Background: an optimization exercise with open tools, aiming at small area, a short achievable clock period and few clock cycles. Do not read the settings as production practice. Only simulation tests tie the RTL to the original design; equivalence was not proved. Power and IR drop assume default switching activity.

==> run B: inputs <==
==> flow/design.v (excerpt) <==
module PUnC(
	input  wire        clk,             
	input  wire        rst,             
	input  wire        load_en,
	input  wire [6:0]  load_addr,
	input  wire [15:0] load_data,
	output wire        halted,
	input  wire [15:0] mem_debug_addr,
	input  wire [2:0]  rf_debug_addr,
	output wire [15:0] mem_debug_data,
	output wire [15:0] rf_debug_data,
	output wire [15:0] pc_debug_data
);
==> module PUnC, before the edit <==
module PUnC(
	input  wire        clk,             
	input  wire        rst,             
	input  wire        load_en,
	input  wire [6:0]  load_addr,
	input  wire [15:0] load_data,
	output wire        halted,
	input  wire [15:0] mem_debug_addr,
	input  wire [2:0]  rf_debug_addr,
	output wire [15:0] mem_debug_data,
	output wire [15:0] rf_debug_data,
	output wire [15:0] pc_debug_data
);
	reg         st_fetch;  
	reg         st_ind;    
	reg         st_sti;    
	reg         st_ldw;    
	reg         hlt;       
	reg  [15:0] pc;        
	reg  [15:0] ir;
	reg  [15:0] tgt;       
	reg  [15:0] tmp;       
	reg  [2:0]  dr;        
	reg         n, z, p;
	wire ex = ~(st_fetch | st_ind | st_sti | st_ldw);
	wire [3:0] op = ir[15:12];
	wire op_br  = (op == 4'b0000);
	wire op_add = (op == 4'b0001);
	wire op_ld  = (op == 4'b0010);
	wire op_st  = (op == 4'b0011);
	wire op_jsr = (op == 4'b0100);
	wire op_and = (op == 4'b0101);
	wire op_ldr = (op == 4'b0110);
	wire op_str = (op == 4'b0111);
	wire op_not = (op == 4'b1001);
	wire op_ldi = (op == 4'b1010);
	wire op_sti = (op == 4'b1011);
	wire op_jmp = (op == 4'b1100);
	wire op_lea = (op == 4'b1110);
	wire op_hlt = (op == 4'b1111);
	assign halted = hlt;
	assign pc_debug_data = pc;
	wire [15:0] ra, rb;
	wire        rf_we;
	wire [2:0]  rf_wa;
	wire [15:0] rf_wd;
	wire [2:0] rb_addr = halted ? rf_debug_addr : (ir[13] ? ir[11:9] : ir[2:0]);
	RegisterFile rfile(
		.clk      (clk),
		.rst      (rst),
		.r_addr_0 (ir[8:6]),
		.r_addr_1 (rb_addr),
		.w_addr   (rf_wa),
		.w_data   (rf_wd),
		.w_en     (rf_we),
		.r_data_0 (ra),
		.r_data_1 (rb)
	);
	assign rf_debug_data = rb;
	wire [15:0] sext5 = {{11{ir[4]}}, ir[4:0]};
	wire [15:0] sext6 = {{10{ir[5]}}, ir[5:0]};
	wire [15:0] bsrc = ir[5] ? sext5 : rb;
	wire [15:0] alu  = op_add ? (ra + bsrc) :
	                   op_and ? (ra & bsrc) :
	                   ~ra;
	wire [15:0] a_r = ra + sext6;    
	wire taken = (n & ir[11]) | (z & ir[10]) | (p & ir[9]);
	wire use_tgt = ex & (op_ld | op_ldi | op_sti | (op_br & taken) | (op_jsr & ir[11]));
	wire use_ra  = ex & (op_jmp | (op_jsr & ~ir[11]));
	wire use_tmp = st_ind | st_ldw;
	wire [15:0] r_proc = use_tmp ? tmp :
	                     use_tgt ? tgt :
	                     use_ra  ? ra :
	                     pc;
	wire [15:0] r_addr = halted ? mem_debug_addr : r_proc;
	wire [15:0] rd;
	wire [15:0] word0;
	wire        mw_req  = (ex & (op_st | op_str)) | st_sti;
	wire [15:0] mw_addr = st_sti ? tmp : op_str ? a_r : tgt;
	wire        mw_ok   = mw_req & (mw_addr[15:7] == 9'd0);
	wire        m_we = rst ? load_en : mw_ok;
	wire [6:0]  m_wa = rst ? load_addr : mw_addr[6:0];
	wire [15:0] m_wd = rst ? load_data : rb;
	Memory mem(
		.clk    (clk),
		.w_en   (m_we),
		.w_addr (m_wa),
		.w_data (m_wd),
		.r_addr (r_addr),
		.r_data (rd),
		.word0  (word0)
	);
	assign mem_debug_data = rd;
	wire fwd = mw_ok & (mw_addr == r_proc);
	wire fetch = (ex & ~(op_ld | op_ldi | op_sti | op_hlt)) | st_fetch | st_sti;
	wire [15:0] f_addr = rst ? 16'd0 : r_proc;
	wire [15:0] f_word = rst ? ((load_en && load_addr == 7'd0) ? load_data : word0) :
	                     fwd ? rb : rd;
	wire [15:0] f_off  = (f_word[15:12] == 4'b0100) ? {{5{f_word[10]}}, f_word[10:0]} :
	                                                  {{7{f_word[8]}}, f_word[8:0]};
	wire [16:0] f_tgt  = {f_addr, 1'b1} + {f_off, 1'b1};  
	assign rf_we = (ex & (op_add | op_and | op_not | op_ld | op_lea | op_jsr)) | st_ind | st_ldw;
	assign rf_wa = st_ldw ? dr : (ex & op_jsr) ? 3'd7 : ir[11:9];
	assign rf_wd = (op_ld | op_ldi | st_ldw) ? rd :
	               op_jsr ? pc :
	               op_lea ? tgt :
	               alu;
	wire cc_ld = rf_we & ~(ex & op_jsr);
	wire nx_fetch = ~rst & ((ex & op_ld) | st_ind);
	wire nx_ind   = ~rst & ex & op_ldi;
	wire nx_sti   = ~rst & ex & op_sti;
	wire nx_ldw   = ~rst & ex & op_ldr;
	wire [15:0] nx_ir = (rst | fetch) ? f_word : ir;
	wire nx_hlt   = ~rst & ~(nx_fetch | nx_ind | nx_sti | nx_ldw) & (nx_ir[15:12] == 4'b1111);
	always @(posedge clk) begin
		tmp <= (ex & op_ldr) ? a_r : rd;
		hlt <= nx_hlt;
		st_fetch <= nx_fetch;
		st_ind   <= nx_ind;
		st_sti   <= nx_sti;
		st_ldw   <= nx_ldw;
		dr  <= ir[11:9];
		if (rst | fetch) begin
			ir  <= f_word;
			pc  <= f_addr + 16'd1;
			tgt <= f_tgt[16:1];
		end
		if (rst) begin
			n        <= 1'b0;
			z        <= 1'b0;
			p        <= 1'b0;
		end
		else begin
			if (cc_ld) begin
				n <= rf_wd[15];
				z <= (rf_wd == 16'd0);
				p <= ~rf_wd[15] & (rf_wd != 16'd0);
			end
		end
	end
endmodule
Settings: LEC_CHECK=0, CAP_MARGIN=10, CORE_MARGIN=2, CORE_UTILIZATION=60, CTS_BUF_LIST=sky130_fd_sc_hd__clkbuf_8, CTS_CLUSTER_SIZE=20, PLACE_DENSITY=0.7, SETUP_SLACK_MARGIN=5, SLEW_MARGIN=10; clock period 14.0 ns.
run.sh (not shown) runs the stock make flow with config.mk's settings and CLKGATE_MAP_FILE= SYNTH_SCRIPT=/design/flow/synth_recipe.tcl, a recipe that flattens the netlist after the stock synthesis.
==> run C: changes against run B <==
--- a/flow/design.v
+++ b/flow/design.v
@@ -101,18 +101,20 @@
 	assign halted = hlt;
 	assign pc_debug_data = pc;
-	wire [15:0] ra, rb;
+	reg  [15:0] ra;        
+	wire [15:0] ra_nx, rb;
 	wire        rf_we;
 	wire [2:0]  rf_wa;
 	wire [15:0] rf_wd;
+	wire [15:0] nx_ir;
 	wire [2:0] rb_addr = halted ? rf_debug_addr : (ir[13] ? ir[11:9] : ir[2:0]);
 	RegisterFile rfile(
 		.clk      (clk),
 		.rst      (rst),
-		.r_addr_0 (ir[8:6]),
+		.r_addr_0 (nx_ir[8:6]),
 		.r_addr_1 (rb_addr),
 		.w_addr   (rf_wa),
 		.w_data   (rf_wd),
 		.w_en     (rf_we),
-		.r_data_0 (ra),
+		.r_data_0 (ra_nx),
 		.r_data_1 (rb)
 	);
@@ -125,13 +127,8 @@
 	                   ~ra;
 	wire [15:0] a_r = ra + sext6;    
-	wire taken = (n & ir[11]) | (z & ir[10]) | (p & ir[9]);
-	wire use_tgt = ex & (op_ld | op_ldi | op_sti | (op_br & taken) | (op_jsr & ir[11]));
-	wire use_ra  = ex & (op_jmp | (op_jsr & ~ir[11]));
-	wire use_tmp = st_ind | st_ldw;
-	wire [15:0] r_proc = use_tmp ? tmp :
-	                     use_tgt ? tgt :
-	                     use_ra  ? ra :
-	                     pc;
-	wire [15:0] r_addr = halted ? mem_debug_addr : r_proc;
+	reg s_tmp, s_tgt, s_ra, s_pc;
+	wire [15:0] r_proc = ({16{s_tmp}} & tmp) | ({16{s_tgt}} & tgt) |
+	                     ({16{s_ra}} & ra) | ({16{s_pc}} & pc);
+	wire [15:0] r_addr = r_proc | ({16{hlt}} & mem_debug_addr);
 	wire [15:0] rd;
 	wire [15:0] word0;
@@ -171,9 +168,30 @@
 	wire nx_sti   = ~rst & ex & op_sti;
 	wire nx_ldw   = ~rst & ex & op_ldr;
-	wire [15:0] nx_ir = (rst | fetch) ? f_word : ir;
-	wire nx_hlt   = ~rst & ~(nx_fetch | nx_ind | nx_sti | nx_ldw) & (nx_ir[15:12] == 4'b1111);
+	assign nx_ir = (rst | fetch) ? f_word : ir;
+	wire nx_ex    = ~(nx_fetch | nx_ind | nx_sti | nx_ldw);
+	wire [3:0] nx_op = nx_ir[15:12];
+	wire nx_hlt   = ~rst & nx_ex & (nx_op == 4'b1111);
+	wire nx_n = rst ? 1'b0 : cc_ld ? rf_wd[15] : n;
+	wire nx_z = rst ? 1'b0 : cc_ld ? (rf_wd == 16'd0) : z;
+	wire nx_p = rst ? 1'b0 : cc_ld ? (~rf_wd[15] & (rf_wd != 16'd0)) : p;
+	wire nx_taken = (nx_n & nx_ir[11]) | (nx_z & nx_ir[10]) | (nx_p & nx_ir[9]);
+	wire nx_s_tmp = nx_ind | nx_ldw;
+	wire nx_s_tgt = nx_ex & ((nx_op == 4'b0010) | (nx_op == 4'b1010) | (nx_op == 4'b1011) |
+	                         ((nx_op == 4'b0000) & nx_taken) | ((nx_op == 4'b0100) & nx_ir[11]));
+	wire nx_s_ra  = nx_ex & ((nx_op == 4'b1100) | ((nx_op == 4'b0100) & ~nx_ir[11]));
+	wire nx_s_pc  = ~(nx_s_tmp | nx_s_tgt | nx_s_ra | nx_hlt);
 	always @(posedge clk) begin
 		tmp <= (ex & op_ldr) ? a_r : rd;
 		hlt <= nx_hlt;
+		s_tmp <= nx_s_tmp;
+		s_tgt <= nx_s_tgt;
+		s_ra  <= nx_s_ra;
+		s_pc  <= nx_s_pc;
+		if (rst)
+			ra <= 16'd0;
+		else if (rf_we && rf_wa == nx_ir[8:6])
+			ra <= rf_wd;
+		else
+			ra <= ra_nx;
 		st_fetch <= nx_fetch;
 		st_ind   <= nx_ind;
@@ -186,16 +204,7 @@
 			tgt <= f_tgt[16:1];
 		end
-		if (rst) begin
-			n        <= 1'b0;
-			z        <= 1'b0;
-			p        <= 1'b0;
-		end
-		else begin
-			if (cc_ld) begin
-				n <= rf_wd[15];
-				z <= (rf_wd == 16'd0);
-				p <= ~rf_wd[15] & (rf_wd != 16'd0);
-			end
-		end
+		n <= nx_n;
+		z <= nx_z;
+		p <= nx_p;
 	end
 endmodule
==> flow/config.mk (replaced) <==
export PLATFORM = sky130hd
export DESIGN_NAME = PUnC
export DESIGN_NICKNAME = PUnC
export VERILOG_FILES = /design/flow/design.v
export SDC_FILE = /design/flow/constraint.sdc
export NUM_CORES = 4
export LEC_CHECK = 0
export CAP_MARGIN = 30
export CORE_MARGIN = 2
export CORE_UTILIZATION = 52
export CTS_BUF_LIST = sky130_fd_sc_hd__clkbuf_16
export CTS_CLUSTER_DIAMETER = 60
export CTS_CLUSTER_SIZE = 30
export PLACE_DENSITY = 0.62
export SETUP_SLACK_MARGIN = 5
export SLEW_MARGIN = 30
export SYNTH_HIERARCHICAL = 1
==> run M: changes against run B <==
--- a/flow/design.v
+++ b/flow/design.v
@@ -101,18 +101,20 @@
 	assign halted = hlt;
 	assign pc_debug_data = pc;
-	wire [15:0] ra, rb;
+	reg  [15:0] ra;        
+	wire [15:0] ra_nx, rb;
 	wire        rf_we;
 	wire [2:0]  rf_wa;
 	wire [15:0] rf_wd;
+	wire [15:0] nx_ir;
 	wire [2:0] rb_addr = halted ? rf_debug_addr : (ir[13] ? ir[11:9] : ir[2:0]);
 	RegisterFile rfile(
 		.clk      (clk),
 		.rst      (rst),
-		.r_addr_0 (ir[8:6]),
+		.r_addr_0 (nx_ir[8:6]),
 		.r_addr_1 (rb_addr),
 		.w_addr   (rf_wa),
 		.w_data   (rf_wd),
 		.w_en     (rf_we),
-		.r_data_0 (ra),
+		.r_data_0 (ra_nx),
 		.r_data_1 (rb)
 	);
@@ -125,13 +127,8 @@
 	                   ~ra;
 	wire [15:0] a_r = ra + sext6;    
-	wire taken = (n & ir[11]) | (z & ir[10]) | (p & ir[9]);
-	wire use_tgt = ex & (op_ld | op_ldi | op_sti | (op_br & taken) | (op_jsr & ir[11]));
-	wire use_ra  = ex & (op_jmp | (op_jsr & ~ir[11]));
-	wire use_tmp = st_ind | st_ldw;
-	wire [15:0] r_proc = use_tmp ? tmp :
-	                     use_tgt ? tgt :
-	                     use_ra  ? ra :
-	                     pc;
-	wire [15:0] r_addr = halted ? mem_debug_addr : r_proc;
+	reg s_tmp, s_tgt, s_ra, s_pc;
+	wire [15:0] r_proc = ({16{s_tmp}} & tmp) | ({16{s_tgt}} & tgt) |
+	                     ({16{s_ra}} & ra) | ({16{s_pc}} & pc);
+	wire [15:0] r_addr = r_proc | ({16{hlt}} & mem_debug_addr);
 	wire [15:0] rd;
 	wire [15:0] word0;
@@ -171,9 +168,30 @@
 	wire nx_sti   = ~rst & ex & op_sti;
 	wire nx_ldw   = ~rst & ex & op_ldr;
-	wire [15:0] nx_ir = (rst | fetch) ? f_word : ir;
-	wire nx_hlt   = ~rst & ~(nx_fetch | nx_ind | nx_sti | nx_ldw) & (nx_ir[15:12] == 4'b1111);
+	assign nx_ir = (rst | fetch) ? f_word : ir;
+	wire nx_ex    = ~(nx_fetch | nx_ind | nx_sti | nx_ldw);
+	wire [3:0] nx_op = nx_ir[15:12];
+	wire nx_hlt   = ~rst & nx_ex & (nx_op == 4'b1111);
+	wire nx_n = rst ? 1'b0 : cc_ld ? rf_wd[15] : n;
+	wire nx_z = rst ? 1'b0 : cc_ld ? (rf_wd == 16'd0) : z;
+	wire nx_p = rst ? 1'b0 : cc_ld ? (~rf_wd[15] & (rf_wd != 16'd0)) : p;
+	wire nx_taken = (nx_n & nx_ir[11]) | (nx_z & nx_ir[10]) | (nx_p & nx_ir[9]);
+	wire nx_s_tmp = nx_ind | nx_ldw;
+	wire nx_s_tgt = nx_ex & ((nx_op == 4'b0010) | (nx_op == 4'b1010) | (nx_op == 4'b1011) |
+	                         ((nx_op == 4'b0000) & nx_taken) | ((nx_op == 4'b0100) & nx_ir[11]));
+	wire nx_s_ra  = nx_ex & ((nx_op == 4'b1100) | ((nx_op == 4'b0100) & ~nx_ir[11]));
+	wire nx_s_pc  = ~(nx_s_tmp | nx_s_tgt | nx_s_ra | nx_hlt);
 	always @(posedge clk) begin
 		tmp <= (ex & op_ldr) ? a_r : rd;
 		hlt <= nx_hlt;
+		s_tmp <= nx_s_tmp;
+		s_tgt <= nx_s_tgt;
+		s_ra  <= nx_s_ra;
+		s_pc  <= nx_s_pc;
+		if (rst)
+			ra <= 16'd0;
+		else if (rf_we && rf_wa == nx_ir[8:6])
+			ra <= rf_wd;
+		else
+			ra <= ra_nx;
 		st_fetch <= nx_fetch;
 		st_ind   <= nx_ind;
@@ -186,16 +204,7 @@
 			tgt <= f_tgt[16:1];
 		end
-		if (rst) begin
-			n        <= 1'b0;
-			z        <= 1'b0;
-			p        <= 1'b0;
-		end
-		else begin
-			if (cc_ld) begin
-				n <= rf_wd[15];
-				z <= (rf_wd == 16'd0);
-				p <= ~rf_wd[15] & (rf_wd != 16'd0);
-			end
-		end
+		n <= nx_n;
+		z <= nx_z;
+		p <= nx_p;
 	end
 endmodule
==> flow/config.mk (replaced) <==
export PLATFORM = sky130hd
export DESIGN_NAME = PUnC
export DESIGN_NICKNAME = PUnC
export VERILOG_FILES = /design/flow/design.v
export SDC_FILE = /design/flow/constraint.sdc
export NUM_CORES = 4
export LEC_CHECK = 0
export CAP_MARGIN = 70
export CORE_MARGIN = 2
export CORE_UTILIZATION = 52
export CTS_BUF_LIST = sky130_fd_sc_hd__clkbuf_16
export CTS_CLUSTER_DIAMETER = 60
export CTS_CLUSTER_SIZE = 30
export PLACE_DENSITY = 0.62
export SETUP_SLACK_MARGIN = 5
export SLEW_MARGIN = 70
export SYNTH_HIERARCHICAL = 1
==> summary of the runs <==
- Run C completed without violations. Run M produced a clean layout. Run B stopped in 5_1_grt.
- Of run C and run M, run M has the higher via count (gap about 1.4%, measured against run M).
- Of run M and run C, run M has the higher setup slack (gap 440 ps).
- Of run M and run C, run M has the higher non-clock buffer count (gap 362).
- In sequential power, run M and run C hardly differ.
- Clock-buffer cell count is the same in run C and run M.
- Clock power: run C is higher than run M (about 2%).
- Of run C and run M, run C has the higher routed wire length (gap 0.39%, measured against run M).
==> figures <==
quantity                                          run M             run C                      run B
Run status                               finished clean    finished clean  aborted with a tool error
Failing step                                          -                 -                    5_1_grt
Synth Cell Area                             93000 sq um       93000 sq um                94900 sq um
Worst Max-Slew Pin Slew                          633 ps           1220 ps                          -
Power share of the clock group                    19.5%             20.1%                          -
Tap Count                                          2355              2355                          -
Min setup slack post-route                      4670 ps           4230 ps                          -
Post-route cell area                       123000 sq um      118000 sq um                          -
Core area                                  178000 sq um      178000 sq um                          -
Maximum operating frequency                     107 MHz           102 MHz                          -
Most frequent CP cell                            buf_16            buf_12                          -
Sequential group share of total power             34.7%             34.9%                          -
Post-synth net total                               6252              6252                       7158
Worst min path class                       flop to flop      flop to flop                          -
DRC                                                   0                 0                          -
Max-area cell class                    sequential cells  sequential cells                          -
Testbench counts of run B, summed over its fixed seeds: cycles 16,257.
Testbench counts of run C, summed over its fixed seeds: cycles 16,257.
Testbench counts of run M, summed over its fixed seeds: cycles 16,257.

-- re-timing with driven ports --
The flow's constraints put no driver on any port. The routed layouts listed below were extracted and timed again, unchanged, in two steps.
Step 1 assumes that a clkbuf_16 drives the clock port and a buf_2 every other input.
Step 2 times the ports against the registers' clock, not the clock port: input delays grow and output delays shrink by t, the midpoint of the rising clock arrivals with the driver on.
Three values: no drivers, after step 1, after step 2; two values: the first two.
run | t (ns) | slack for setup (ns) | slew at the worst register clock pin (ns)
run C | 0.972 | 4.230 / 4.127 / 4.060 | 0.11 / 0.11
run M | 0.981 | 4.666 / 4.629 / 4.003 | 0.11 / 0.11
After both steps every run listed still meets setup and hold. The setup slack of run M, which loses most, moves by -0.037 ns with the drivers and by -0.663 ns with both steps.
